This design comes from an exercise in tuning for small area on the open sky130 flow, not from production work. In this exercise RTL edits were held to simulation tests only and were not proved equivalent to the original. Power figures rest on the tool's default switching activity, not on a simulated workload.

$ cat design/flow/constraint.sdc
create_clock -name core_clock -period 10.0 [get_ports {clk}]
set_input_delay 2.0000 -clock core_clock [delete_from_list [all_inputs] [get_ports {clk}]]
set_output_delay 2.0000 -clock core_clock [all_outputs]
set_load 0.01 [all_outputs]
$ cat design/flow/design.v
module Lab_4_1(a,b,c,d,o1,o2,o3,o4,o5,o6,o7);
input a,b,c,d;
output o1,o2,o3,o4,o5,o6,o7;
assign o1 = (!((!a&b&d) | (a&!b&!c) | (a&!d) | (c&b) | (!b&!d) | (!a&c)));
assign o2 = (!((!a&!b) | (!b&!d) | (!a&c&d) | (!a&!c&!d) | (a&!c&d)));
assign o3 = (!((!a&!c) | (!a&d) | (!a&b) | (!c&d) | (a&!b)));
assign o4 = (!((!a&!b&c) | (!a&!b&!d) | (b&c&!d) | (!b&c&d) | (b&!c&d) | (a&!c&!d)));
assign o5 = (!((!b&!d) | (a&b) | (c&!d) | (a&c)));
assign o6 = (!((!a&b&!c) | (b&!d) | (a&c) | (a&!b) | (!c&!d)));
assign o7 = (!((!a&b&!c) | (!a&!b&c) | (c&!d) | (a&d) | (a&!b)));
endmodule 
module VGA_Controller(clk, rst, xLength, yLength, ScreenArea, hsync, vsync, blank_n);
input clk, rst;
output reg [9:0]xLength, yLength; 
output reg ScreenArea;  
output hsync, vsync, blank_n;
reg p_hSync, p_vSync; 
localparam [9:0] porchHF = 10'd640;  
localparam [9:0] syncH = 10'd655; 
localparam [9:0] porchHB = 10'd747;  
localparam [9:0] maxH = 10'd793;  
localparam [9:0] porchVF = 10'd480;  
localparam [9:0] syncV = 10'd490;  
localparam [9:0] porchVB = 10'd492;  
localparam [9:0] maxV = 10'd525;  
always@(posedge clk)
	begin
		if(rst == 1'b1)
			xLength <= 10'd0;
		else if(xLength == maxH)
			xLength <= 10'd0;
		else
			xLength <= xLength + 10'd1;
	end
always@(posedge clk)
	begin
		if(rst == 1'b1)
			yLength <= 10'd0;
		else if(xLength == maxH)
			begin
				if(yLength == maxV)
					yLength <= 10'd0;
				else
					yLength <= yLength + 10'd1;
			end
	end
always@(posedge clk)  
	begin
		ScreenArea <= ((xLength < porchHF) && (yLength < porchVF)); 
	end
always@(posedge clk)  
	begin
		p_hSync <= ((xLength >= syncH) && (xLength < porchHB)); 
		p_vSync <= ((yLength >= syncV) && (yLength < porchVB)); 
	end
assign vsync = ~p_vSync; 
assign hsync = ~p_hSync;
assign blank_n = ScreenArea;
endmodule
module Guy(clk, rst, up, down, left, right, update, xLength, yLength, Guy);
input clk, rst;
input up, down, left, right, update;
input [9:0] xLength;
input [9:0] yLength;
output reg Guy;
reg [9:0] GuyX;
reg [8:0] GuyY;
wire [10:0] dx = {1'b0, xLength} - {1'b0, GuyX};
wire [9:0] dy = yLength - {1'b0, GuyY};
always@(posedge clk)
	begin
		Guy <= (dx >= 11'd1 && dx <= 11'd14) && (dy >= 10'd1 && dy <= 10'd14);
	end
reg [2:0]S;
reg [2:0]NS;
parameter Go_up = 3'd0,
		Go_down = 3'd1,
		Go_left = 3'd2,
		Go_right = 3'd3,
		Stay = 3'd7;
always @(posedge clk) if (rst == 1'b1 || update == 1'b1)
begin
	if (rst ==1'b1)
		S <= Stay;
	else
		S <= NS;
end
always@(*)
		case(S)
			Go_up:    NS = (up == 1'b0) ? Go_up : Stay;
			Go_down:  NS = (down == 1'b0) ? Go_down : Stay;
			Go_left:  NS = (left == 1'b0) ? Go_left : Stay;
			Go_right: NS = (right == 1'b0) ? Go_right : Stay;
			Stay:
				begin
					if (up == 1'b0)
						NS = Go_up;
					else if (down == 1'b0)
						NS = Go_down;
					else if (left == 1'b0)
						NS = Go_left;
					else if (right == 1'b0)
						NS = Go_right;
					else
						NS = Stay;
				end
			default:
				NS = Stay;
		endcase
wire moving = (S[2] == 1'b0);
wire vertical = (S[1] == 1'b0);
wire [9:0] pos = vertical ? {1'b0, GuyY} : GuyX;
wire [9:0] moved = pos + (S[0] ? 10'd3 : 10'h3FD);
always @(posedge clk) if (rst == 1'b1 || update == 1'b1)
		begin
			if (rst == 1'b1)
				begin
					GuyX <= 10'd305;
					GuyY <= 9'd200;
				end
			else if (moving)
				begin
					if (vertical)
						GuyY <= moved[8:0];
					else
						GuyX <= moved;
				end
		end
endmodule
module Apple(clk, xLength, yLength, apple, apple_shown);
input clk;
input [9:0] xLength;
input [9:0] yLength;
output reg [4:0] apple;
output reg apple_shown;
wire [9:0] x = xLength;
wire [9:0] y = yLength;
wire [4:0] a;
assign a[2] = (x >= 10'd205 && x < 10'd220) && (y >= 10'd400 && y < 10'd415);
assign a[1] = (x >= 10'd135 && x < 10'd150) && (y >= 10'd300 && y < 10'd315);
assign a[0] = (x >= 10'd35  && x < 10'd50 ) && (y >= 10'd80  && y < 10'd95 );
assign a[3] = (x >= 10'd440 && x < 10'd455) && (y >= 10'd290 && y < 10'd305);
assign a[4] = (x >= 10'd600 && x < 10'd615) && (y >= 10'd50  && y < 10'd65 );
wire n1 = ((y >= 10'd402 && y < 10'd404) && (x >= 10'd209 && x < 10'd213)) ||
          ((y >= 10'd404 && y < 10'd410) && (x >= 10'd211 && x < 10'd213)) ||
          ((y >= 10'd410 && y < 10'd412) && (x >= 10'd209 && x < 10'd215));
wire n2 = ((y >= 10'd302 && y < 10'd304) && (x >= 10'd137 && x < 10'd145)) ||
          ((y >= 10'd304 && y < 10'd306) && (x >= 10'd145 && x < 10'd147)) ||
          ((y >= 10'd306 && y < 10'd308) && (x >= 10'd139 && x < 10'd145)) ||
          ((y >= 10'd308 && y < 10'd310) && (x >= 10'd137 && x < 10'd139)) ||
          ((y >= 10'd310 && y < 10'd312) && (x >= 10'd137 && x < 10'd147));
wire n3 = ((y >= 10'd82 && y < 10'd84) && (x >= 10'd37 && x < 10'd45)) ||
          ((y >= 10'd84 && y < 10'd86) && (x >= 10'd45 && x < 10'd47)) ||
          ((y >= 10'd86 && y < 10'd88) && (x >= 10'd41 && x < 10'd45)) ||
          ((y >= 10'd88 && y < 10'd90) && (x >= 10'd45 && x < 10'd47)) ||
          ((y >= 10'd90 && y < 10'd92) && (x >= 10'd37 && x < 10'd45));
wire n4 = ((y >= 10'd292 && y < 10'd296) && ((x >= 10'd442 && x < 10'd444) || (x >= 10'd450 && x < 10'd452))) ||
          ((y >= 10'd296 && y < 10'd298) && (x >= 10'd444 && x < 10'd452)) ||
          ((y >= 10'd298 && y < 10'd302) && (x >= 10'd450 && x < 10'd452));
wire n5 = ((y >= 10'd52 && y < 10'd54) && (x >= 10'd602 && x < 10'd612)) ||
          ((y >= 10'd54 && y < 10'd56) && (x >= 10'd602 && x < 10'd604)) ||
          ((y >= 10'd56 && y < 10'd58) && (x >= 10'd602 && x < 10'd610)) ||
          ((y >= 10'd58 && y < 10'd60) && (x >= 10'd610 && x < 10'd612)) ||
          ((y >= 10'd60 && y < 10'd62) && (x >= 10'd602 && x < 10'd610));
always @(posedge clk)
	begin
		apple <= a;
		apple_shown <= (|a) && !(n1 || n2 || n3 || n4 || n5);
	end
endmodule
module Truck(clk, xLength, yLength, truck);
input clk;
input [9:0] xLength;
input [9:0] yLength;
output reg truck;
wire [9:0] x = xLength;
wire [9:0] y = yLength;
wire top = (x > 10'd60  && x < 10'd90 ) || (x > 10'd165 && x < 10'd195) || (x > 10'd200 && x < 10'd230) ||
           (x > 10'd365 && x < 10'd395) || (x > 10'd400 && x < 10'd430) || (x > 10'd505 && x < 10'd535) ||
           (x > 10'd540 && x < 10'd570);
wire bot = (x > 10'd95  && x < 10'd125) || (x > 10'd130 && x < 10'd160) || (x > 10'd235 && x < 10'd265) ||
           (x > 10'd270 && x < 10'd300) || (x > 10'd330 && x < 10'd360) || (x > 10'd435 && x < 10'd465) ||
           (x > 10'd470 && x < 10'd500) || (x > 10'd575 && x < 10'd605);
always @(posedge clk)
	truck <= (top && y > 10'd0 && y < 10'd30) || (bot && y > 10'd450 && y < 10'd480);
endmodule
module Easy(clk, rst, update, xLength, yLength, hit, hard_only);
input clk, rst, update;
input [9:0] xLength;
input [9:0] yLength;
output reg hit;        
output reg hard_only;  
reg [8:0] n486, n487;
reg [7:0] n246, n244;
reg [3:0] q6, q12;
wire [8:0] n486_nx = rst ? 9'd0 : !update ? n486 : (n486 == 9'd485) ? 9'd0 : n486 + 9'd1;
wire [8:0] n487_nx = rst ? 9'd0 : !update ? n487 : (n487 == 9'd486) ? 9'd0 : n487 + 9'd1;
wire [7:0] n246_nx = rst ? 8'd0 : !update ? n246 : (n246 == 8'd245) ? 8'd0 : n246 + 8'd1;
wire [7:0] n244_nx = rst ? 8'd0 : !update ? n244 : (n244 == 8'd243) ? 8'd0 : n244 + 8'd1;
wire [3:0] q6_nx = rst ? 4'd0 : (update && n244 == 8'd243) ? q6 + 4'd1 : q6;
wire [3:0] q12_nx = rst ? 4'd0 : (update && n246 == 8'd245) ? q12 + 4'd1 : q12;
always @(posedge clk) begin
	n486 <= n486_nx;
	n487 <= n487_nx;
	n246 <= n246_nx;
	n244 <= n244_nx;
	q6 <= q6_nx;
	q12 <= q12_nx;
end
reg [3:0] kn; reg inln;
always @(*) begin
	kn = 4'd0; inln = 1'b0;
	if (xLength >= 10'd65 && xLength <= 10'd83) begin kn = 4'd0; inln = 1'b1; end
	if (xLength >= 10'd100 && xLength <= 10'd118) begin kn = 4'd1; inln = 1'b1; end
	if (xLength >= 10'd135 && xLength <= 10'd153) begin kn = 4'd2; inln = 1'b1; end
	if (xLength >= 10'd170 && xLength <= 10'd188) begin kn = 4'd3; inln = 1'b1; end
	if (xLength >= 10'd205 && xLength <= 10'd223) begin kn = 4'd4; inln = 1'b1; end
	if (xLength >= 10'd240 && xLength <= 10'd258) begin kn = 4'd5; inln = 1'b1; end
	if (xLength >= 10'd275 && xLength <= 10'd293) begin kn = 4'd6; inln = 1'b1; end
	if (xLength >= 10'd335 && xLength <= 10'd353) begin kn = 4'd8; inln = 1'b1; end
	if (xLength >= 10'd370 && xLength <= 10'd388) begin kn = 4'd9; inln = 1'b1; end
	if (xLength >= 10'd405 && xLength <= 10'd423) begin kn = 4'd10; inln = 1'b1; end
	if (xLength >= 10'd440 && xLength <= 10'd458) begin kn = 4'd11; inln = 1'b1; end
	if (xLength >= 10'd475 && xLength <= 10'd493) begin kn = 4'd12; inln = 1'b1; end
	if (xLength >= 10'd510 && xLength <= 10'd528) begin kn = 4'd13; inln = 1'b1; end
	if (xLength >= 10'd545 && xLength <= 10'd563) begin kn = 4'd14; inln = 1'b1; end
	if (xLength >= 10'd580 && xLength <= 10'd598) begin kn = 4'd15; inln = 1'b1; end
end
reg [8:0] nn;
reg [8:0] r0, r1, r2, r3, r4, r5;
always @(*) begin
	case (kn)
		4'd0: begin nn = n486_nx; r0 = 9'd30; r1 = 9'd111; r2 = 9'd192; r3 = 9'd283; r4 = 9'd334; r5 = 9'd415; end
		4'd1: begin nn = n486_nx; r0 = 9'd50; r1 = 9'd151; r2 = 9'd222; r3 = 9'd293; r4 = 9'd344; r5 = 9'd445; end
		4'd2: begin nn = {1'b0,n246_nx}; r0 = 9'd10; r1 = 9'd46; r2 = 9'd82; r3 = 9'd98; r4 = 9'd154; r5 = 9'd210; end
		4'd3: begin nn = n486_nx; r0 = 9'd60; r1 = 9'd106; r2 = 9'd267; r3 = 9'd338; r4 = 9'd415; r5 = 9'd469; end
		4'd4: begin nn = n486_nx; r0 = 9'd20; r1 = 9'd131; r2 = 9'd292; r3 = 9'd363; r4 = 9'd424; r5 = 9'd465; end
		4'd5: begin nn = {1'b0,n244_nx}; r0 = 9'd90; r1 = 9'd106; r2 = 9'd177; r3 = 9'd233; r4 = 9'd511; r5 = 9'd511; end
		4'd6: begin nn = n486_nx; r0 = 9'd55; r1 = 9'd156; r2 = 9'd227; r3 = 9'd299; r4 = 9'd352; r5 = 9'd456; end
		4'd8: begin nn = n486_nx; r0 = 9'd70; r1 = 9'd161; r2 = 9'd222; r3 = 9'd258; r4 = 9'd319; r5 = 9'd425; end
		4'd9: begin nn = n486_nx; r0 = 9'd70; r1 = 9'd156; r2 = 9'd242; r3 = 9'd293; r4 = 9'd334; r5 = 9'd395; end
		4'd10: begin nn = n486_nx; r0 = 9'd35; r1 = 9'd111; r2 = 9'd202; r3 = 9'd248; r4 = 9'd294; r5 = 9'd425; end
		4'd11: begin nn = {1'b0,n246_nx}; r0 = 9'd10; r1 = 9'd51; r2 = 9'd102; r3 = 9'd168; r4 = 9'd204; r5 = 9'd220; end
		4'd12: begin nn = n486_nx; r0 = 9'd50; r1 = 9'd161; r2 = 9'd222; r3 = 9'd258; r4 = 9'd339; r5 = 9'd435; end
		4'd13: begin nn = n487_nx; r0 = 9'd50; r1 = 9'd81; r2 = 9'd152; r3 = 9'd228; r4 = 9'd284; r5 = 9'd385; end
		4'd14: begin nn = n487_nx; r0 = 9'd40; r1 = 9'd71; r2 = 9'd132; r3 = 9'd228; r4 = 9'd264; r5 = 9'd365; end
		4'd15: begin nn = n486_nx; r0 = 9'd100; r1 = 9'd151; r2 = 9'd222; r3 = 9'd303; r4 = 9'd344; r5 = 9'd435; end
		default: begin nn = 9'd0; r0 = 9'd511; r1 = 9'd511; r2 = 9'd511; r3 = 9'd511; r4 = 9'd511; r5 = 9'd511; end
	endcase
end
reg [3:0] k;
reg inl;
reg [6:0] b;  
always @(posedge clk) begin
	k <= kn;
	inl <= inln;
	b <= {(kn == 4'd13 && n487_nx > 9'd466) || (kn == 4'd14 && n487_nx > 9'd456), nn > r5, nn > r4, nn > r3, nn > r2, nn > r1, nn > r0};
end
reg [8:0] n; reg [1:0] typ; reg ho; reg [5:0] sv;
reg [9:0] c0, c1, c2, c3, c4, c5;
always @(*) begin
	case (k)
		4'd0: begin n = n486; typ = 2'd0; ho = 1'b0; sv = 6'b111111; c0 = 10'd450; c1 = 10'd370; c2 = 10'd290; c3 = 10'd200; c4 = 10'd150; c5 = 10'd70; end
		4'd1: begin n = n486; typ = 2'd1; ho = 1'b0; sv = 6'b111111; c0 = 10'd50; c1 = 10'd150; c2 = 10'd220; c3 = 10'd290; c4 = 10'd340; c5 = 10'd440; end
		4'd2: begin n = {1'b0,n246}; typ = 2'd2; ho = 1'b1; sv = 6'b111111; c0 = 10'd20; c1 = 10'd90; c2 = 10'd160; c3 = 10'd190; c4 = 10'd300; c5 = 10'd410; end
		4'd3: begin n = n486; typ = 2'd0; ho = 1'b0; sv = 6'b111111; c0 = 10'd420; c1 = 10'd375; c2 = 10'd215; c3 = 10'd145; c4 = 10'd69; c5 = 10'd16; end
		4'd4: begin n = n486; typ = 2'd0; ho = 1'b1; sv = 6'b111111; c0 = 10'd460; c1 = 10'd350; c2 = 10'd190; c3 = 10'd120; c4 = 10'd60; c5 = 10'd20; end
		4'd5: begin n = {1'b0,n244}; typ = 2'd2; ho = 1'b0; sv = 6'b001111; c0 = 10'd180; c1 = 10'd210; c2 = 10'd350; c3 = 10'd460; c4 = 10'd0; c5 = 10'd0; end
		4'd6: begin n = n486; typ = 2'd1; ho = 1'b0; sv = 6'b111111; c0 = 10'd55; c1 = 10'd155; c2 = 10'd225; c3 = 10'd296; c4 = 10'd348; c5 = 10'd451; end
		4'd8: begin n = n486; typ = 2'd1; ho = 1'b0; sv = 6'b111111; c0 = 10'd70; c1 = 10'd160; c2 = 10'd220; c3 = 10'd255; c4 = 10'd315; c5 = 10'd420; end
		4'd9: begin n = n486; typ = 2'd0; ho = 1'b1; sv = 6'b111111; c0 = 10'd410; c1 = 10'd325; c2 = 10'd240; c3 = 10'd190; c4 = 10'd150; c5 = 10'd90; end
		4'd10: begin n = n486; typ = 2'd0; ho = 1'b0; sv = 6'b111111; c0 = 10'd445; c1 = 10'd370; c2 = 10'd280; c3 = 10'd235; c4 = 10'd190; c5 = 10'd60; end
		4'd11: begin n = {1'b0,n246}; typ = 2'd2; ho = 1'b1; sv = 6'b111111; c0 = 10'd20; c1 = 10'd100; c2 = 10'd200; c3 = 10'd330; c4 = 10'd400; c5 = 10'd430; end
		4'd12: begin n = n486; typ = 2'd1; ho = 1'b0; sv = 6'b111111; c0 = 10'd50; c1 = 10'd160; c2 = 10'd220; c3 = 10'd255; c4 = 10'd335; c5 = 10'd430; end
		4'd13: begin n = n487; typ = 2'd0; ho = 1'b0; sv = 6'b111111; c0 = 10'd430; c1 = 10'd400; c2 = 10'd330; c3 = 10'd255; c4 = 10'd200; c5 = 10'd100; end
		4'd14: begin n = n487; typ = 2'd0; ho = 1'b1; sv = 6'b111111; c0 = 10'd440; c1 = 10'd410; c2 = 10'd350; c3 = 10'd255; c4 = 10'd220; c5 = 10'd120; end
		4'd15: begin n = n486; typ = 2'd1; ho = 1'b0; sv = 6'b111111; c0 = 10'd100; c1 = 10'd150; c2 = 10'd220; c3 = 10'd300; c4 = 10'd340; c5 = 10'd430; end
		default: begin n = 9'd0; typ = 2'd0; ho = 1'b0; sv = 6'b0; c0 = 10'd0; c1 = 10'd0; c2 = 10'd0; c3 = 10'd0; c4 = 10'd0; c5 = 10'd0; end
	endcase
end
wire [2:0] m;
assign m[2] = b[3];
assign m[1] = b[1] && !b[3] || b[5];
assign m[0] = b[0] && !b[1] || b[2] && !b[3] || b[4] && !b[5] || b[6];
wire [9:0] u = {1'b0, n} - {7'b0, m};  
wire [9:0] v = (typ == 2'd0) ? yLength - u : (typ == 2'd1) ? yLength + u : yLength + {u[8:0], 1'b0};
wire [6:0] sh;
wire [9:0] d0 = v - c0;
assign sh[0] = sv[0] && (!b[0] ? (d0 >= 10'd1 && d0 <= 10'd19) : (typ == 2'd0) ? (d0 >= 10'd545 && d0 <= 10'd563) : (d0 >= 10'd481 && d0 <= 10'd499));
wire [9:0] d1 = v - c1;
assign sh[1] = sv[1] && (!b[1] ? (d1 >= 10'd1 && d1 <= 10'd19) : (typ == 2'd0) ? (d1 >= 10'd545 && d1 <= 10'd563) : (d1 >= 10'd481 && d1 <= 10'd499));
wire [9:0] d2 = v - c2;
assign sh[2] = sv[2] && (!b[2] ? (d2 >= 10'd1 && d2 <= 10'd19) : (typ == 2'd0) ? (d2 >= 10'd545 && d2 <= 10'd563) : (d2 >= 10'd481 && d2 <= 10'd499));
wire [9:0] d3 = v - c3;
assign sh[3] = sv[3] && (!b[3] ? (d3 >= 10'd1 && d3 <= 10'd19) : (typ == 2'd0) ? (d3 >= 10'd545 && d3 <= 10'd563) : (d3 >= 10'd481 && d3 <= 10'd499));
wire [9:0] d4 = v - c4;
assign sh[4] = sv[4] && (!b[4] ? (d4 >= 10'd1 && d4 <= 10'd19) : (typ == 2'd0) ? (d4 >= 10'd545 && d4 <= 10'd563) : (d4 >= 10'd481 && d4 <= 10'd499));
wire [9:0] d5 = v - c5;
assign sh[5] = sv[5] && (!b[5] ? (d5 >= 10'd1 && d5 <= 10'd19) : (typ == 2'd0) ? (d5 >= 10'd545 && d5 <= 10'd563) : (d5 >= 10'd481 && d5 <= 10'd499));
assign sh[6] = ((k == 4'd13) && (b[6] ? (v >= 10'd565 && v <= 10'd583) : (v >= 10'd21 && v <= 10'd39))) || ((k == 4'd14) && (b[6] ? (v >= 10'd575 && v <= 10'd593) : (v >= 10'd31 && v <= 10'd49)));
wire [7:0] eh = u[7:0] - {((k == 4'd5) ? q6 : q12), 4'b0};  
wire [9:0] z = yLength + {1'b0, eh, 1'b0};
wire oh5 = (k == 4'd5) && ((z[8:0] > 9'd25 && z[8:0] < 9'd45 && z[9] == (eh > 8'd12)) || (z[8:0] > 9'd75 && z[8:0] < 9'd95 && z[9] == (eh > 8'd37)) || (z[8:0] > 9'd375 && z[8:0] < 9'd395 && z[9] == (eh > 8'd187)) || (z[8:0] > 9'd415 && z[8:0] < 9'd435 && z[9] == (eh > 8'd207)));
wire oh11 = (k == 4'd11) && ((z[8:0] > 9'd255 && z[8:0] < 9'd275 && z[9] == (eh > 8'd127)));
always @(posedge clk) begin
	hit <= inl && ((|sh) || oh5 || oh11);
	hard_only <= ho;
end
endmodule
module collision (clk,rst,Guy,cake,border,apple,win,game_over, score); 
input clk, rst, Guy, border;  
input [4:0] apple;
input cake;  
output win, game_over;  
output [3:0] score;  
wire Guy;
wire [4:0] apple;
wire border;
wire cake;
wire [4:0]eat; 
wire hit;  
assign eat[0] = (Guy && apple[0]);
assign eat[1] = (Guy && apple[1]);
assign eat[2] = (Guy && apple[2]);
assign eat[3] = (Guy && apple[3]);
assign eat[4] = (Guy && apple[4]);
assign hit = (Guy && border) || (Guy && cake);
localparam alive1 = 3'd0,
				alive2 = 3'd1,
				alive3 = 3'd2,
				alive4 = 3'd3,
				alive5 = 3'd4,
				winner = 3'd5,
				loser = 3'd6;
reg [2:0]S;
reg [2:0]NS;
always @(posedge clk)
	begin
		if (rst == 1'b1)
			begin
			S <= alive1;
			end
		else
			begin
			S <= NS;
			end
	end
always @(*) 
	case (S)
		alive1: 
			begin
				if (hit == 1'b1)
					NS = loser;
				else if(eat[2] == 1'b1)
					NS = alive2;
				else
					NS = alive1;
			end
			alive2: 
			begin
				if (hit == 1'b1)
					NS = loser;
				else if(eat[1] == 1'b1)
					NS = alive3;
				else
					NS = alive2;
			end
			alive3: 
			begin
				if (hit == 1'b1)
					NS = loser;
				else if(eat[0] == 1'b1)
					NS = alive4;
				else
					NS = alive3;
			end
			alive4: 
			begin
				if (hit == 1'b1)
					NS = loser;
				else if(eat[3] == 1'b1)
					NS = alive5;
				else
					NS = alive4;
			end
			alive5: 
			begin
				if (hit == 1'b1)
					NS = loser;
				else if(eat[4] == 1'b1)
					NS = winner;
				else
					NS = alive5;
			end
		winner:	 
			NS = winner;
		loser:   
			NS = loser;
		default:
			NS = S;
	endcase
reg [2:0] S_d;
always @(posedge clk)
	begin
		if (rst == 1'b1)
			S_d <= alive1;
		else
			S_d <= S;
	end
assign win = (S_d == winner);
assign game_over = (S_d == loser);
assign score = (S_d == alive1) ? 4'b0001 :
               (S_d == alive2) ? 4'b0010 :
               (S_d == alive3) ? 4'b0011 :
               (S_d == alive4) ? 4'b0100 :
               (S_d == alive5) ? 4'b0101 : 4'b0000;
endmodule
module text(clk, xLength, yLength, game_over_text, win_text, level_num1_text, level_num2_text);
input clk;
input [9:0] xLength;
input [9:0] yLength;
output reg game_over_text, win_text, level_num1_text, level_num2_text;
wire go1 = ((yLength >= 10'd200)  && (yLength < 10'd210))  &&  ( ( (xLength >= 10'd100) && (xLength < 10'd150) ) || ( (xLength >= 10'd170) && (xLength < 10'd200) ) || ( (xLength >= 10'd230) && (xLength < 10'd260) ) || ( (xLength >= 10'd290) && (xLength < 10'd300) ) || ( (xLength >= 10'd330) && (xLength < 10'd340) ) || ( (xLength >= 10'd350) && (xLength < 10'd360) ) || ( (xLength >= 10'd390) && (xLength < 10'd400) ) || ( (xLength >= 10'd420) && (xLength < 10'd460) ) || ( (xLength >= 10'd470) && (xLength < 10'd480) ) || ( (xLength >= 10'd510) && (xLength < 10'd520) ));
wire go2 = ((yLength >= 10'd210) && (yLength < 10'd220))  &&  ( ( (xLength >= 10'd120) && (xLength < 10'd130) ) || ( (xLength >= 10'd160) && (xLength < 10'd170) ) || ( (xLength >= 10'd200) && (xLength < 10'd210) ) || ( (xLength >= 10'd220) && (xLength < 10'd230) ) || ( (xLength >= 10'd260) && (xLength < 10'd270) ) || ( (xLength >= 10'd290) && (xLength < 10'd310) ) || ( (xLength >= 10'd320) && (xLength < 10'd340) ) || ( (xLength >= 10'd350) && (xLength < 10'd360) ) || ( (xLength >= 10'd390) && (xLength < 10'd400) ) || ( (xLength >= 10'd410) && (xLength < 10'd420) ) || ( (xLength >= 10'd470) && (xLength < 10'd480) ) || ( (xLength >= 10'd510) && (xLength < 10'd520) ));
wire go3 = ((yLength >= 10'd220) && (yLength < 10'd230))  &&  ( ( (xLength >= 10'd120) && (xLength < 10'd130) ) || ( (xLength >= 10'd160) && (xLength < 10'd170) ) || ( (xLength >= 10'd200) && (xLength < 10'd210) ) || ( (xLength >= 10'd220) && (xLength < 10'd230) ) || ( (xLength >= 10'd260) && (xLength < 10'd270) ) || ( (xLength >= 10'd290) && (xLength < 10'd300) ) || ( (xLength >= 10'd310) && (xLength < 10'd320) ) || ( (xLength >= 10'd330) && (xLength < 10'd340) ) || ( (xLength >= 10'd350) && (xLength < 10'd360) ) || ( (xLength >= 10'd390) && (xLength < 10'd400) ) || ( (xLength >= 10'd410) && (xLength < 10'd420) ) || ( (xLength >= 10'd470) && (xLength < 10'd520) ));
wire go4 = ((yLength >= 10'd230) && (yLength < 10'd240))  &&  ( ( (xLength >= 10'd120) && (xLength < 10'd130) ) || ( (xLength >= 10'd160) && (xLength < 10'd170) ) || ( (xLength >= 10'd200) && (xLength < 10'd210) ) || ( (xLength >= 10'd220) && (xLength < 10'd230) ) || ( (xLength >= 10'd260) && (xLength < 10'd270) ) || ( (xLength >= 10'd290) && (xLength < 10'd300) ) || ( (xLength >= 10'd330) && (xLength < 10'd340) ) || ( (xLength >= 10'd350) && (xLength < 10'd360) ) || ( (xLength >= 10'd390) && (xLength < 10'd400) ) || ( (xLength >= 10'd410) && (xLength < 10'd420) ) || ( (xLength >= 10'd470) && (xLength < 10'd480) ) || ( (xLength >= 10'd510) && (xLength < 10'd520) ));
wire go5 = ((yLength >= 10'd240) && (yLength < 10'd250))  &&  ( ( (xLength >= 10'd120) && (xLength < 10'd130) ) || ( (xLength >= 10'd170) && (xLength < 10'd200) ) || ( (xLength >= 10'd230) && (xLength < 10'd260) ) || ( (xLength >= 10'd290) && (xLength < 10'd300) ) || ( (xLength >= 10'd330) && (xLength < 10'd340) ) || ( (xLength >= 10'd360) && (xLength < 10'd390) ) || ( (xLength >= 10'd420) && (xLength < 10'd460) ) || ( (xLength >= 10'd470) && (xLength < 10'd480) ) || ( (xLength >= 10'd510) && (xLength < 10'd520) ));
wire go6 = ((yLength >= 10'd260)  && (yLength < 10'd270))  &&  ( ( (xLength >= 10'd205) && (xLength < 10'd245) ) || ( (xLength >= 10'd275) && (xLength < 10'd285) ) || ( (xLength >= 10'd315) && (xLength < 10'd325) ) || ( (xLength >= 10'd355) && (xLength < 10'd365) ) || ( (xLength >= 10'd375) && (xLength < 10'd425) ) );
wire go7 = ((yLength >= 10'd270)  && (yLength < 10'd280))  &&  ( ( (xLength >= 10'd195) && (xLength < 10'd205) ) || ( (xLength >= 10'd265) && (xLength < 10'd275) ) || ( (xLength >= 10'd285) && (xLength < 10'd295) ) || ( (xLength >= 10'd315) && (xLength < 10'd325) ) || ( (xLength >= 10'd345) && (xLength < 10'd355) ) || ( (xLength >= 10'd375) && (xLength < 10'd385) ));
wire go8 = ((yLength >= 10'd280)  && (yLength < 10'd290))  &&  ( ( (xLength >= 10'd195) && (xLength < 10'd205) ) || ( (xLength >= 10'd255) && (xLength < 10'd305) ) || ( (xLength >= 10'd315) && (xLength < 10'd345) ) || ( (xLength >= 10'd375) && (xLength < 10'd405) ));
wire go9 = ((yLength >= 10'd290)  && (yLength < 10'd300)) &&  ( ( (xLength >= 10'd195) && (xLength < 10'd205) ) || ( (xLength >= 10'd255) && (xLength < 10'd265) ) || ( (xLength >= 10'd295) && (xLength < 10'd305) ) || ( (xLength >= 10'd315) && (xLength < 10'd325) ) || ( (xLength >= 10'd345) && (xLength < 10'd355) ) || ( (xLength >= 10'd375) && (xLength < 10'd385) ));
wire go10 = ((yLength >= 10'd300) && (yLength < 10'd310)) &&  ( ( (xLength >= 10'd205) && (xLength < 10'd245) ) || ( (xLength >= 10'd255) && (xLength < 10'd265) ) || ( (xLength >= 10'd295) && (xLength < 10'd305) ) || ( (xLength >= 10'd315) && (xLength < 10'd325) ) || ( (xLength >= 10'd355) && (xLength < 10'd365) ) || ( (xLength >= 10'd375) && (xLength < 10'd425) ));
wire win1 = ((yLength >= 10'd230)  && (yLength < 10'd240))  && ( ( (xLength >= 10'd230) && (xLength < 10'd240) ) || ( (xLength >= 10'd270) && (xLength < 10'd280) ) || ( (xLength >= 10'd290) && (xLength < 10'd320) ) || ( (xLength >= 10'd340) && (xLength < 10'd380) ) || ((xLength >= 10'd390) && (xLength < 10'd440) ) );
wire win2 = ((yLength >= 10'd240) && (yLength < 10'd250))  && ( ( (xLength >= 10'd230) && (xLength < 10'd250) ) || ( (xLength >= 10'd270) && (xLength < 10'd280) ) || ( (xLength >= 10'd300) && (xLength < 10'd310) ) || ( (xLength >= 10'd330) && (xLength < 10'd340) ) || ((xLength >= 10'd390) && (xLength < 10'd400) ) );
wire win3 = ((yLength >= 10'd250) && (yLength < 10'd260))  && ( ( (xLength >= 10'd230) && (xLength < 10'd240) ) || ( (xLength >= 10'd250) && (xLength < 10'd260) ) || ( (xLength >= 10'd270) && (xLength < 10'd280) ) || ( (xLength >= 10'd300) && (xLength < 10'd310) ) || ( (xLength >= 10'd330) && (xLength < 10'd340) ) || ((xLength >= 10'd390) && (xLength < 10'd420) ));
wire win4 = ((yLength >= 10'd260) && (yLength < 10'd270))  && ( ( (xLength >= 10'd230) && (xLength < 10'd240) ) || ( (xLength >= 10'd260) && (xLength < 10'd280) ) || ( (xLength >= 10'd300) && (xLength < 10'd310) ) || ( (xLength >= 10'd330) && (xLength < 10'd340) ) || ((xLength >= 10'd390) && (xLength < 10'd400) ) );
wire win5 = ((yLength >= 10'd270) && (yLength < 10'd280))  && ( ( (xLength >= 10'd230) && (xLength < 10'd240) ) || ( (xLength >= 10'd270) && (xLength < 10'd280) ) || ( (xLength >= 10'd290) && (xLength < 10'd320) ) || ( (xLength >= 10'd340) && (xLength < 10'd380) ) || ((xLength >= 10'd390) && (xLength < 10'd440) ) );
wire lvone1 = ((yLength >= 10'd3)  && (yLength < 10'd5))  && ( ( (xLength >= 10'd15) && (xLength < 10'd25) )  || ( (xLength >= 10'd31) && (xLength < 10'd33) ) || ( (xLength >= 10'd39) && (xLength < 10'd49) ) || ( (xLength >= 10'd51) && (xLength < 10'd53) ) || ( (xLength >= 10'd59) && (xLength < 10'd61) ));
wire lvone2 = ((yLength >= 10'd5)  && (yLength < 10'd7))  && ( ( (xLength >= 10'd15) && (xLength < 10'd17) )  || ( (xLength >= 10'd29) && (xLength < 10'd31) ) || ( (xLength >= 10'd33) && (xLength < 10'd35) ) || ( (xLength >= 10'd39) && (xLength < 10'd41) ) || ( (xLength >= 10'd51) && (xLength < 10'd53) ) || ( (xLength >= 10'd59) && (xLength < 10'd61) ) );
wire lvone3 = ((yLength >= 10'd7)  && (yLength < 10'd9))  && ( ( (xLength >= 10'd15) && (xLength < 10'd21) )  || ( (xLength >= 10'd27) && (xLength < 10'd37) ) || ( (xLength >= 10'd39) && (xLength < 10'd49) ) || ( (xLength >= 10'd53) && (xLength < 10'd55) ) || ( (xLength >= 10'd57) && (xLength < 10'd59) ));
wire lvone4 = ((yLength >= 10'd9)  && (yLength < 10'd11))  && ( ( (xLength >= 10'd15) && (xLength < 10'd17) )  || ( (xLength >= 10'd27) && (xLength < 10'd29) ) || ( (xLength >= 10'd35) && (xLength < 10'd37) ) || ( (xLength >= 10'd47) && (xLength < 10'd49) ) || ( (xLength >= 10'd55) && (xLength < 10'd57) ));
wire lvone5 = ((yLength >= 10'd11)  && (yLength < 10'd13)) && ( ( (xLength >= 10'd15) && (xLength < 10'd25) ) || ( (xLength >= 10'd27) && (xLength < 10'd29) ) || ( (xLength >= 10'd35) && (xLength < 10'd37) ) || ( (xLength >= 10'd39) && (xLength < 10'd49) ) || ( (xLength >= 10'd55) && (xLength < 10'd57) )  );
wire lvtwo1 = ((yLength >= 10'd3)  && (yLength < 10'd5))  && ( ( (xLength >= 10'd15) && (xLength < 10'd17) )  || ( (xLength >= 10'd23) && (xLength < 10'd25) ) || ( (xLength >= 10'd31) && (xLength < 10'd33) ) || ( (xLength >= 10'd41) && (xLength < 10'd47) ) || ( (xLength >= 10'd51) && (xLength < 10'd59) ));
wire lvtwo2 = ((yLength >= 10'd5)  && (yLength < 10'd7))  && ( ( (xLength >= 10'd15) && (xLength < 10'd17) )  || ( (xLength >= 10'd23) && (xLength < 10'd25) ) || ( (xLength >= 10'd29) && (xLength < 10'd31) ) || ( (xLength >= 10'd33) && (xLength < 10'd35) ) || ( (xLength >= 10'd39) && (xLength < 10'd41) ) || ( (xLength >= 10'd47) && (xLength < 10'd49) ) || ( (xLength >= 10'd51) && (xLength < 10'd53) ) || ( (xLength >= 10'd59) && (xLength < 10'd61) ));
wire lvtwo3 = ((yLength >= 10'd7)  && (yLength < 10'd9))  && ( ( (xLength >= 10'd15) && (xLength < 10'd25) )  || ( (xLength >= 10'd27) && (xLength < 10'd37) ) || ( (xLength >= 10'd39) && (xLength < 10'd49) ) || ( (xLength >= 10'd51) && (xLength < 10'd53) ) || ( (xLength >= 10'd59) && (xLength < 10'd61) ));
wire lvtwo4 = ((yLength >= 10'd9)  && (yLength < 10'd11))  && ( ( (xLength >= 10'd15) && (xLength < 10'd17) )  || ( (xLength >= 10'd23) && (xLength < 10'd25) ) || ( (xLength >= 10'd27) && (xLength < 10'd29) ) || ( (xLength >= 10'd35) && (xLength < 10'd37) ) || ( (xLength >= 10'd39) && (xLength < 10'd41) ) || ( (xLength >= 10'd45) && (xLength < 10'd47) ) || ( (xLength >= 10'd51) && (xLength < 10'd53) ) || ( (xLength >= 10'd59) && (xLength < 10'd61) ));
wire lvtwo5 = ((yLength >= 10'd11)  && (yLength < 10'd13)) && ( ( (xLength >= 10'd15) && (xLength < 10'd17) ) || ( (xLength >= 10'd23) && (xLength < 10'd25) ) || ( (xLength >= 10'd27) && (xLength < 10'd29) ) || ( (xLength >= 10'd35) && (xLength < 10'd37) ) || ( (xLength >= 10'd39) && (xLength < 10'd41) )  || ( (xLength >= 10'd47) && (xLength < 10'd49) ) || ( (xLength >= 10'd51) && (xLength < 10'd59) ));
always @(posedge clk)
	begin
		game_over_text <= go1 || go2 || go3 || go4 || go5 || go6 || go7 || go8 || go9 || go10;
		win_text <= win1 || win2 || win3 || win4 || win5;
		level_num1_text <= lvone1 || lvone2 || lvone3 || lvone4 || lvone5;
		level_num2_text <= lvtwo1 || lvtwo2 || lvtwo3 || lvtwo4 || lvtwo5;
	end
endmodule
module Too_Much_Cake(clk, rst, tick, up, down, left, right, VGA_R, VGA_G, VGA_B, hsync, vsync, blank_n, difficulty, o1,o2,o3,o4,o5,o6,o7);
input clk, rst;
input tick;
input difficulty;
input up, down, left, right;
output hsync, vsync, blank_n;
output o1,o2,o3,o4,o5,o6,o7;
output [7:0] VGA_R, VGA_G, VGA_B;
wire update = tick;
wire [9:0] xLength;
wire [9:0] yLength;
wire ScreenArea;
VGA_Controller VGA(clk, rst, xLength, yLength, ScreenArea, hsync, vsync, blank_n);
wire Guy;
Guy Guy1(clk, rst, up, down, left, right, update, xLength, yLength, Guy);
wire [4:0] apple;
wire apple_shown;
Apple app(clk, xLength, yLength, apple, apple_shown);
wire truck;
Truck tru(clk, xLength, yLength, truck);
wire lane_hit, lane_hard_only;
Easy Cakes(clk, rst, update, xLength, yLength, lane_hit, lane_hard_only);
reg cake;
always @(posedge clk)
	cake <= lane_hit && (difficulty || !lane_hard_only);
reg border;
always @(posedge clk)
	border <= (xLength < 15) || (xLength >= 630 && xLength < 641) || (yLength < 15) || (yLength >= 465 && yLength < 481);
wire game_over;
wire win;
wire [3:0] score;
collision WL(clk, rst, Guy, cake, border, apple, win, game_over, score);
Lab_4_1 Lab4(score[3],score[2],score[1],score[0],o1,o2,o3,o4,o5,o6,o7);
wire game_over_text, win_text, level_num1_text, level_num2_text;
text txt(clk, xLength, yLength, game_over_text, win_text, level_num1_text, level_num2_text);
reg R, G, B;
wire edge_ = border && !(difficulty ? level_num2_text : level_num1_text);
always @(posedge clk)
	begin
		if (game_over)
			begin
				R <= game_over_text;
				G <= 1'b0;
				B <= 1'b0;
			end
		else if (win)
			begin
				R <= 1'b0;
				G <= win_text;
				B <= 1'b0;
			end
		else
			begin
				R <= edge_ || apple_shown || Guy || cake;
				G <= edge_ || cake || truck;
				B <= edge_ || Guy;
			end
	end
reg r_q, g_q, b_q;
always @(posedge clk)
	begin
		r_q <= R;
		g_q <= G;
		b_q <= B;
	end
assign VGA_R = {8{r_q}};
assign VGA_G = {8{g_q}};
assign VGA_B = {8{b_q}};
endmodule
$ cat design/flow/config.mk
export PLATFORM = sky130hd
export DESIGN_NAME = Too_Much_Cake
export DESIGN_NICKNAME = Too_Much_Cake
export VERILOG_FILES = /design/flow/design.v
export SDC_FILE = /design/flow/constraint.sdc
export NUM_CORES = 4
export LEC_CHECK = 0
export CAP_MARGIN = 10
export CORE_MARGIN = 2
export CORE_UTILIZATION = 50
export CTS_BUF_LIST = sky130_fd_sc_hd__clkbuf_4 sky130_fd_sc_hd__clkbuf_8
export GPL_TIMING_DRIVEN = 1
export SLEW_MARGIN = 10
$ cat design/flow/run.sh
#!/bin/bash
# synth_recipe.tcl (not shown) runs the flow's synth.tcl, then flattens the netlist and writes it again
# the make line also repeats each setting of config.mk as NAME=value (left out here)
make -C /OpenROAD-flow-scripts/flow DESIGN_CONFIG=/design/flow/config.mk WORK_HOME=/design/flow/orfs CLKGATE_MAP_FILE= SYNTH_SCRIPT=/design/flow/synth_recipe.tcl finish
==> impl_results.md <==
- Ys async rst share: 0
- Post-synthesis instance area: 0.01752 mm^2
- Clock Skew: 22.66 ps
- Final-report max-slew violation count: 0
- Synth Warn #: 8
- Max Used Layer: met4
- Worst vdd ir: 72.39 uV
- Power per cell area: 96.90 mW/mm^2
- First-pass DRT Iterations: 8
- Crit-path slowest cell: a22oi_1
- Final setup fails: 0
- Root Driver: clkbuf_8
- Worst slack at placement: 2401 ps
- Prevailing post-synth register cell: dfxtp_1
- Io pins: 42
- Core ar.: 0.03454 mm^2
- Diode count: 0
- Yosys reg bits: 127
- Worst skew pair latency: 500 ps
- Wirelength per Cell: 23.68 um
- Status: timing/DRC/antenna clean
- LEAKAGE: 7.683 nW
- Final Cycle Share: 0.7808
- Antenna Violating Nets Remaining: 0
- Min-delay worst type: reg -> reg
- Worst R2R Setup Slack: 2190 ps
- CP peak stage delay: 810 ps
- Largest net degree at the start of global routing: 53
- Vias in the first global route: 17920
- Max Fclk: 128.1 MHz
- Hold Crit Start: B$_SDFF_PP0_
- Sequential power share: 0.316
- H-tree levels: 4
- FP Rows: 68
- First-pass GRT wire length: 104700 um
- Worst-path clk slew: 90 ps
- DR iter-0 viols: 3057
- Final Hold Vio Count: 0
- Crit end category: flop
- Critical Path AT: 8240 ps
- Hold depth: 0
- Gate Count Post-Synth: 2461
- Placed insts: 2871
- Reg2reg start: Cakes.k[0]$_DFF_P_
- P&R area growth vs syn: 6.092%
- CTS Buf Count: 17
- MaxCap Viol Count: 0
- Pint: 0.001071 W
- Clock Sink Count: 127
- IO Port Bufs: 41
- Critical path required time: 10440 ps
- CTS tree: built
- Initial antenna violation count: 0
- WL met1: 28820 um
- Max Root-Sink Buffers: 2
- Syn_area_per_cell: 7.119 um^2
- Setup_tns: 0 ps
- Post-synthesis cell type count: 86
- DRC Markers: 0
- Slew at the pin closest to its max-slew limit: 1208 ps
- Via count: 19490
- Psw: 0.0007299 W
- Post-cts gate resize count: 0
- Die H: 191.2 um
- Total Nets Final: 2652
- Sw Share: 0.4053
- Routed WL: 68740 um
- Die Wd: 191.2 um
- Final Worst Setup Slack: 2192 ps
- Fraction of the yosys area taken by sequential cells: 0.1577
- Gr usage total: 0.3704
- Worst r2r path cells: 26
- Die area: 0.03655 mm^2
- Comb pwr share: 0.430
- Post-CTS Setup Inserts: 0
- Rel. slew slack: 0.1892
- Worst Hold End: b_q$_DFF_P_
- Number of hold buffers added after cts: 0
- Reg2reg end: Cakes.hit$_DFF_P_
- Crit path kind: reg -> reg
- Placer Congestion: 1.043
- Initial core utilization: 0.5072
- Ratio of cells with drive above 1 in the final layout: 0.05065
- Clk pwr share: 0.254
- Vias per cell: 6.714
- Worst Path Max Fanout: 40
- Total gr overflow: 0
- Dpl hpwl: 51970 um
- DR WL met3: 6191 um
- Startpoint Class: flop
- EDFF count, synth: 22
- Final min period: 7808 ps
- Wire length on met2: 30090 um
- RSZ-0062 raised after global routing: no
- Non-Filler Instances: 2903
## cell usage in the layout, fill, tap and decap left out, drive strengths merged, types with 17 or more instances in the layout
master / Yosys / layout
nor3b: 17 / 17
clkbuf: 76 / 17
nand2: 248 / 248
xor2: 63 / 63
a21o: 34 / 34
nand4: 41 / 41
o31ai: 19 / 19
inv: 108 / 112
buf: 55 / 43
dfxtp: 105 / 105
a21oi: 192 / 192
xnor2: 90 / 90
o211ai: 19 / 19
ha: 195 / 195
nor2b: 57 / 57
nand2b: 52 / 52
and3: 22 / 22
or2: 24 / 24
nor2: 295 / 295
nand3: 78 / 78
or3: 23 / 23
a31oi: 24 / 24
o21bai: 22 / 22
nor3: 72 / 72
nor4: 37 / 37
edfxtp: 22 / 22
o21ai: 167 / 167
o21a: 31 / 31
mux2i: 23 / 23
clkdlybuf4s50: 0 / 41
## through the flow
| stage | hold WS (ps) | power (W) | area, um^2 | utilization |
|---|---|---|---|---|
| 2_1_floorplan | 309.6 | 0.001166 | 17530 | - |
| 3_5_place_dp | 317.4 | 0.001337 | 18220 | 0.5273 |
| 6_report | 334.5 | 0.001801 | 18590 | 0.5381 |
| 3_3_place_gp | 311.1 | 0.001309 | 18220 | 0.5273 |
| 5_1_grt | 347.8 | 0.001902 | 18590 | 0.5381 |
| 4_1_cts | 337.6 | 0.001790 | 18590 | 0.5381 |
## cell usage after synthesis, types with 57 or more instances
master      n  area (um^2)
o21ai_0   164        820.8
nor2_1    295         1107
xnor2_1    90        788.3
a21oi_1   192        960.9
nor3_1     72        360.4
nor2b_1    57        356.6
clkbuf_1   76        285.3
xor2_1     63        551.8
dfxtp_1   105         2102
nand3_1    78        390.4
nand2_1   248        930.9
inv_1     106        397.9
ha_1      195         2440
## power groups by stage
stage / logic, W / registers [W] / clock network [W]
floorplan: 0.000593 / 0.000573 / 0
global placement: 0.000729 / 0.000580 / 0
detailed placement: 0.000757 / 0.000581 / 0
CTS: 0.000761 / 0.000569 / 0.000460
global route: 0.000848 / 0.000573 / 0.000481
finish: 0.000774 / 0.000569 / 0.000458
## worst max-delay path by stage
stage	end	from	cells after the start
2_1_floorplan	Cakes.hit$_DFF_P_	Cakes.k[1]$_DFF_P_	27
3_3_place_gp	Cakes.hit$_DFF_P_	Cakes.k[0]$_DFF_P_	26
3_5_place_dp	Cakes.hit$_DFF_P_	Cakes.k[0]$_DFF_P_	27
4_1_cts	Cakes.hit$_DFF_P_	Cakes.k[0]$_DFF_P_	26
5_1_grt	Cakes.hit$_DFF_P_	Cakes.k[0]$_DFF_P_	26
6_report	Cakes.hit$_DFF_P_	Cakes.k[0]$_DFF_P_	26
## per-layer routing
| metal | up-vias | global-route usage |
|---|---|---|
| li1 | 8881 | - |
| met4 | 0 | 0.1817 |
| met3 | 246 | 0.04957 |
| met1 | 9179 | 0.4948 |
| met2 | 1184 | 0.5863 |
| met5 | - | 0 |
## registers in the layout, summed over array words and instances (netlist names), 5 cells and up
| name | cells |
|---|---|
| Cakes.b | 7 |
| VGA.xLength | 10 |
| Cakes.n487 | 9 |
| Guy1.GuyY | 9 |
| Guy1.GuyX | 10 |
| app.apple | 5 |
| Cakes.n244 | 8 |
| Cakes.n246 | 8 |
| Cakes.n486 | 9 |
| VGA.yLength | 10 |
## cells by family after synthesis
| kind of cell | share of synthesized area |
|---|---|
| adders and majority gates | 0.1558 |
| AOI/OAI and AO/OA | 0.2508 |
| xor gates and xnor gates | 0.07777 |
| buffers and inverters | 0.05956 |
| muxes | 0.01700 |
| and+or+nand+nor | 0.2811 |
| DFF | 0.1577 |
| other | 0.0002140 |
## worst max-delay path, delay by kind of cell (launching register included)
| family | cells | cell delay (ps) |
|---|---|---|
| simple gates | 4 | 1200 |
| buf+inv | 3 | 670 |
| xor+xnor | 2 | 550 |
| flops | 1 | 620 |
| fa+ha+maj | 3 | 1070 |
| mux | 1 | 90 |
| compound gates | 13 | 3530 |
## area by class of cell
| class | instances | area, um^2 |
|---|---|---|
| Inverter | 112 | 420.4 |
| Sequential cell | 127 | 2765 |
| Timing Repair Buffer | 84 | 733.2 |
| Clock buffer | 17 | 234.0 |
| Clock inverter | 15 | 137.6 |
| Multi-Input combinational cell | 2093 | 13730 |
| Fill cell | 3419 | 15960 |
| Tap cell | 455 | 569.3 |

## what the ideal ports hide
In the flow no input, the clock included, has a driving cell. The finished layout below was timed again as built, in two steps. Step 1: set_driving_cell puts a clkbuf_16 on clk and a buf_2 on each other input, an assumption about the parent block. Step 2 times the ports against the registers' clock, not the clock port: input delays grow and output delays shrink by t, the midpoint of the rising clock arrivals with the driver on. Slacks: no drivers / after step 1 / after step 2; pairs: no drivers / after step 1.
t (ns): 0.544
slack for setup (ns): 2.192 / 2.192 / 2.192
worst setup path after step 2: register to register
worst register clock-pin slew, ns: 0.10 / 0.10
pins driven straight from the clock port: 1
After both steps setup and hold are still met in this run. For this run, drivers alone change the setup slack by 0.000 ns; drivers and shift together by 0.000 ns.
